Background: an optimization exercise with open tools, aiming at small area and a short achievable clock period. Do not read the settings as production practice. RTL that was checked went through simulation tests only; none was proved equivalent to the original. Power figures rest on the tool's default switching activity, not on a simulated workload.

Setup of north:
// PipelinedRadix4BoothWallace32
module PipelinedRadix4BoothWallace32
(
    input logic clk,
    input logic run,
    input logic signedFlag,  
    input logic [32 - 1 : 0] multiplicand,
    input logic [32 - 1 : 0] multiplier,
    output logic [64 - 1 : 0] out
);
Size: roughly 130 I/O pins, about 44000 µm² of cells after synthesis.
clock: 4.2 ns
lec_check: 0
cap_margin: 20
core_margin: 2
core_utilization: 50
cts_buf_list: sky130_fd_sc_hd__clkbuf_4 sky130_fd_sc_hd__clkbuf_8
cts_cluster_size: 30
gpl_routability_driven: 0
place_density: 0.65
setup_slack_margin: 1.7
slew_margin: 20
synth_hierarchical: 1
synth_minimum_keep_size: 0
run.sh (not shown) runs the stock make flow with config.mk's settings and CLKGATE_MAP_FILE= SYNTH_SCRIPT=/design/flow/synth_recipe.tcl, a recipe that flattens the netlist after the stock synthesis.
What south does differently from north at the input level:
-- flow/config.mk --
<<< north, line 12
export CTS_CLUSTER_SIZE = 30
export GPL_ROUTABILITY_DRIVEN = 0
export PLACE_DENSITY = 0.65
>>> south, line 12
export CTS_CLUSTER_SIZE = 30
export PLACE_DENSITY = 0.65
## What came out
Looking at the reports, south completed the entire flow and the layout it produced met the timing, DRC and antenna checks.
[compare] base=north new=south: via count of the first global-routing pass ~0 delta, met3 demand-to-capacity share in global routing ~0 delta, fraction of the core area covered by cells at the end of the flow ~0 delta.
Re post-synthesis share of cell area spent on and, or, nand and nor gates: no difference whatsoever between south and north.
Delta (south minus north): fmax flat; logic gate share of total power held.
No functional check of the RTL was part of any run of this note.

========
Another version of the RTL of PipelinedRadix4BoothWallace32 (not shown whole).
Size in the first run: about 660 flip-flops, about 44000 µm² of cells after synthesis.
Settings: LEC_CHECK=0, CAP_MARGIN=20, CORE_MARGIN=2, CORE_UTILIZATION=62, CTS_BUF_LIST=sky130_fd_sc_hd__clkbuf_4 sky130_fd_sc_hd__clkbuf_8, CTS_CLUSTER_SIZE=30, PLACE_DENSITY=0.72, SETUP_SLACK_MARGIN=1.7, SLEW_MARGIN=20, SYNTH_HIERARCHICAL=1, SYNTH_MINIMUM_KEEP_SIZE=0; clock period 4.2 ns.
The first run completed with no timing, DRC or antenna violations.
Next try:
--- a/flow/config.mk
+++ b/flow/config.mk
@@ -8,8 +8,9 @@
 export CAP_MARGIN = 20
 export CORE_MARGIN = 2
-export CORE_UTILIZATION = 62
+export CORE_UTILIZATION = 50
 export CTS_BUF_LIST = sky130_fd_sc_hd__clkbuf_4 sky130_fd_sc_hd__clkbuf_8
 export CTS_CLUSTER_SIZE = 30
-export PLACE_DENSITY = 0.72
+export GPL_TIMING_DRIVEN = 0
+export PLACE_DENSITY = 0.65
 export SETUP_SLACK_MARGIN = 1.7
 export SLEW_MARGIN = 20
=> The changed run passed the timing, DRC and antenna checks; clock-buffer cell count went up by 14; clock power increases by a few percent; power came out higher by a little under a tenth.
Next try:
--- a/flow/config.mk
+++ b/flow/config.mk
@@ -11,7 +11,6 @@
 export CTS_BUF_LIST = sky130_fd_sc_hd__clkbuf_4 sky130_fd_sc_hd__clkbuf_8
 export CTS_CLUSTER_SIZE = 30
-export GPL_TIMING_DRIVEN = 0
 export PLACE_DENSITY = 0.65
-export SETUP_SLACK_MARGIN = 1.7
+export SETUP_SLACK_MARGIN = 1.8
 export SLEW_MARGIN = 20
 export SYNTH_HIERARCHICAL = 1
Effect: Cell count drops by a few percent; core utilization falls by 1.2 points; worst hold slack degrades by 0.0052 ns.
Next try:
--- a/flow/config.mk
+++ b/flow/config.mk
@@ -12,5 +12,5 @@
 export CTS_CLUSTER_SIZE = 30
 export PLACE_DENSITY = 0.65
-export SETUP_SLACK_MARGIN = 1.8
+export SETUP_SLACK_MARGIN = 1.7
 export SLEW_MARGIN = 20
 export SYNTH_HIERARCHICAL = 1
Global-route usage shrinks by 2.6 points.
Routed wire length shrinks by 13%.
First-iteration DRC count shrinks by about 25%.
Power shrinks by 4.0%.
Fmax grows by about 3%.
Next try:
--- a/flow/config.mk
+++ b/flow/config.mk
@@ -12,5 +12,5 @@
 export CTS_CLUSTER_SIZE = 30
 export PLACE_DENSITY = 0.65
-export SETUP_SLACK_MARGIN = 1.7
+export SETUP_SLACK_MARGIN = 1.6
 export SLEW_MARGIN = 20
 export SYNTH_HIERARCHICAL = 1
Routed wire length came out lower by 0.85%.
Clock power went down by about 3%.
Clock skew fell by 0.0056 ns.
Final cell count shrinks by 0.56%.
First-iteration DRC count went up by 14%.
Register-to-register slack loses 0.07 ns.

========
PipelinedRadix4BoothWallace32 again, from the RTL that the note above started with.
export LEC_CHECK = 0
export CAP_MARGIN = 20
export CORE_MARGIN = 2
export CORE_UTILIZATION = 50
export CTS_BUF_LIST = sky130_fd_sc_hd__clkbuf_4 sky130_fd_sc_hd__clkbuf_8
export CTS_CLUSTER_SIZE = 30
export PLACE_DENSITY = 0.65
export SETUP_SLACK_MARGIN = 1.75
export SLEW_MARGIN = 20
export SYNTH_HIERARCHICAL = 1
export SYNTH_MINIMUM_KEEP_SIZE = 0
create_clock -name core_clock -period 4.2 [get_ports {clk}]
Edit:
Settings changed: SETUP_SLACK_MARGIN 1.75 to 1.9.
After rerunning:
- sequential power is about the same
- non-clock buffer count goes up by 145
- first-iteration DRC count went up by 18%
- die area stays the same
- worst hold slack improved by 0.0034 ns
- sequential cell count is unchanged
- routed wire length goes up by 8.9%
- maximum frequency is lower by 1.5%
- worst setup slack degrades by 0.039 ns
Edit:
Settings changed: CORE_UTILIZATION 50 to 45, PLACE_DENSITY 0.65 to 0.6, SETUP_SLACK_MARGIN 1.9 to 1.7.
Power drops by 3.7%; maximum frequency climbs by 2.8%; core utilization drops by 11 points; clock-buffer cell count climbs by 1.
Edit:
Settings changed: CAP_MARGIN 20 to 0, CORE_UTILIZATION 45 to 50, PLACE_DENSITY 0.6 to 0.65, SLEW_MARGIN 20 to 0.
After rerunning:
- The new run finished with timing, DRC and antenna clean
- setup slack got worse by 0.051 ns
- area after synthesis does not change
- routed wire length went down by 4.6%
- via count went down by 0.76%
- total power went down by 1.3%
- clock power hardly moves
- worst hold slack got worse by 0.012 ns
- cell count went down by 3.0%
- sequential power hardly moves
- design area went down by 0.85%

========
## run a
Starting RTL as in the previous note.
export LEC_CHECK = 0
export CAP_MARGIN = 20
export CORE_MARGIN = 2
export CORE_UTILIZATION = 50
export CTS_BUF_LIST = sky130_fd_sc_hd__clkbuf_4 sky130_fd_sc_hd__clkbuf_8
export CTS_CLUSTER_SIZE = 30
export PLACE_DENSITY = 0.65
export SETUP_SLACK_MARGIN = 1.65
export SLEW_MARGIN = 20
export SYNTH_HIERARCHICAL = 1
export SYNTH_MINIMUM_KEEP_SIZE = 0
create_clock -name core_clock -period 4.2 [get_ports {clk}]
Run a reached the end of the flow, and the finished layout is clean on the timing, DRC and antenna checks.
The inputs of run b differ from those of run a as listed below.
- SETUP_SLACK_MARGIN changed from 1.65 to 1.5
Findings:
No run among run b and run a stopped early or left any final violation; all are clean.
Cell-internal power grows by a few percent when moving from run a to run b.
Compared with run a, in run b worst hold slack now larger, placement-stage worst setup slack decreased by 0.0061 ns relative to the old numbers.
NOTE power run a->run b increased by a few percent
Run b reports a lower met3 routing resource usage after global routing than run a does.
Side by side, minimum clock period turned out higher in run b than in run a.
Run a has a higher wire length of the first global-routing pass than run b.
Relative slew slack: higher on run a
Run b -> run a: fraction of standard cell area that is sequential flat
The wire length of run b was superior to that of run a.
As of run b, count of clock-buffer cells in the layout had risen by a few percent compared to run a.

-- afterwards: timing with drivers on the ports --
In the flow no input, the clock included, has a driving cell. The finished layouts below were timed again as built, in two steps. Step 1: set_driving_cell puts a clkbuf_16 on clk and a buf_2 on each other input, an assumption about the parent block. Step 2 also shifts input and output timing later by t, the mid clock arrival at the registers, as if the neighbouring blocks saw the same clock. a / b / c = no drivers / after step 1 / after step 2; a / b = the first two.
run	shift t [ns]	slack for setup (ns)	latest minus earliest clock arrival (ns)
north	0.834	1.670 / 1.670 / 1.670	0.066 / 0.065
south	0.834	1.670 / 1.670 / 1.670	0.066 / 0.065
the first run of note 2	0.786	1.660 / 1.660 / 1.660	0.046 / 0.047
the second run of note 2	0.829	1.529 / 1.529 / 1.219	0.060 / 0.060
the third run of note 2	0.816	1.596 / 1.596 / 1.596	0.054 / 0.053
the fourth run of note 2	0.810	1.676 / 1.676 / 1.676	0.049 / 0.050
the fifth run of note 2	0.809	1.605 / 1.605 / 1.605	0.044 / 0.044
the first run of note 3	0.792	1.658 / 1.658 / 1.658	0.045 / 0.045
the second run of note 3	0.822	1.619 / 1.619 / 1.619	0.060 / 0.060
the third run of note 3	0.846	1.690 / 1.690 / 1.690	0.076 / 0.076
the fourth run of note 3	0.849	1.639 / 1.639 / 1.639	0.048 / 0.048
run a	0.814	1.658 / 1.655 / 1.658	0.041 / 0.041
run b	0.800	1.484 / 1.484 / 1.484	0.053 / 0.053
After both steps every run listed still meets setup and hold. The setup slack of the second run of note 2, which loses most, moves by 0.000 ns with the drivers and by -0.310 ns with both steps.
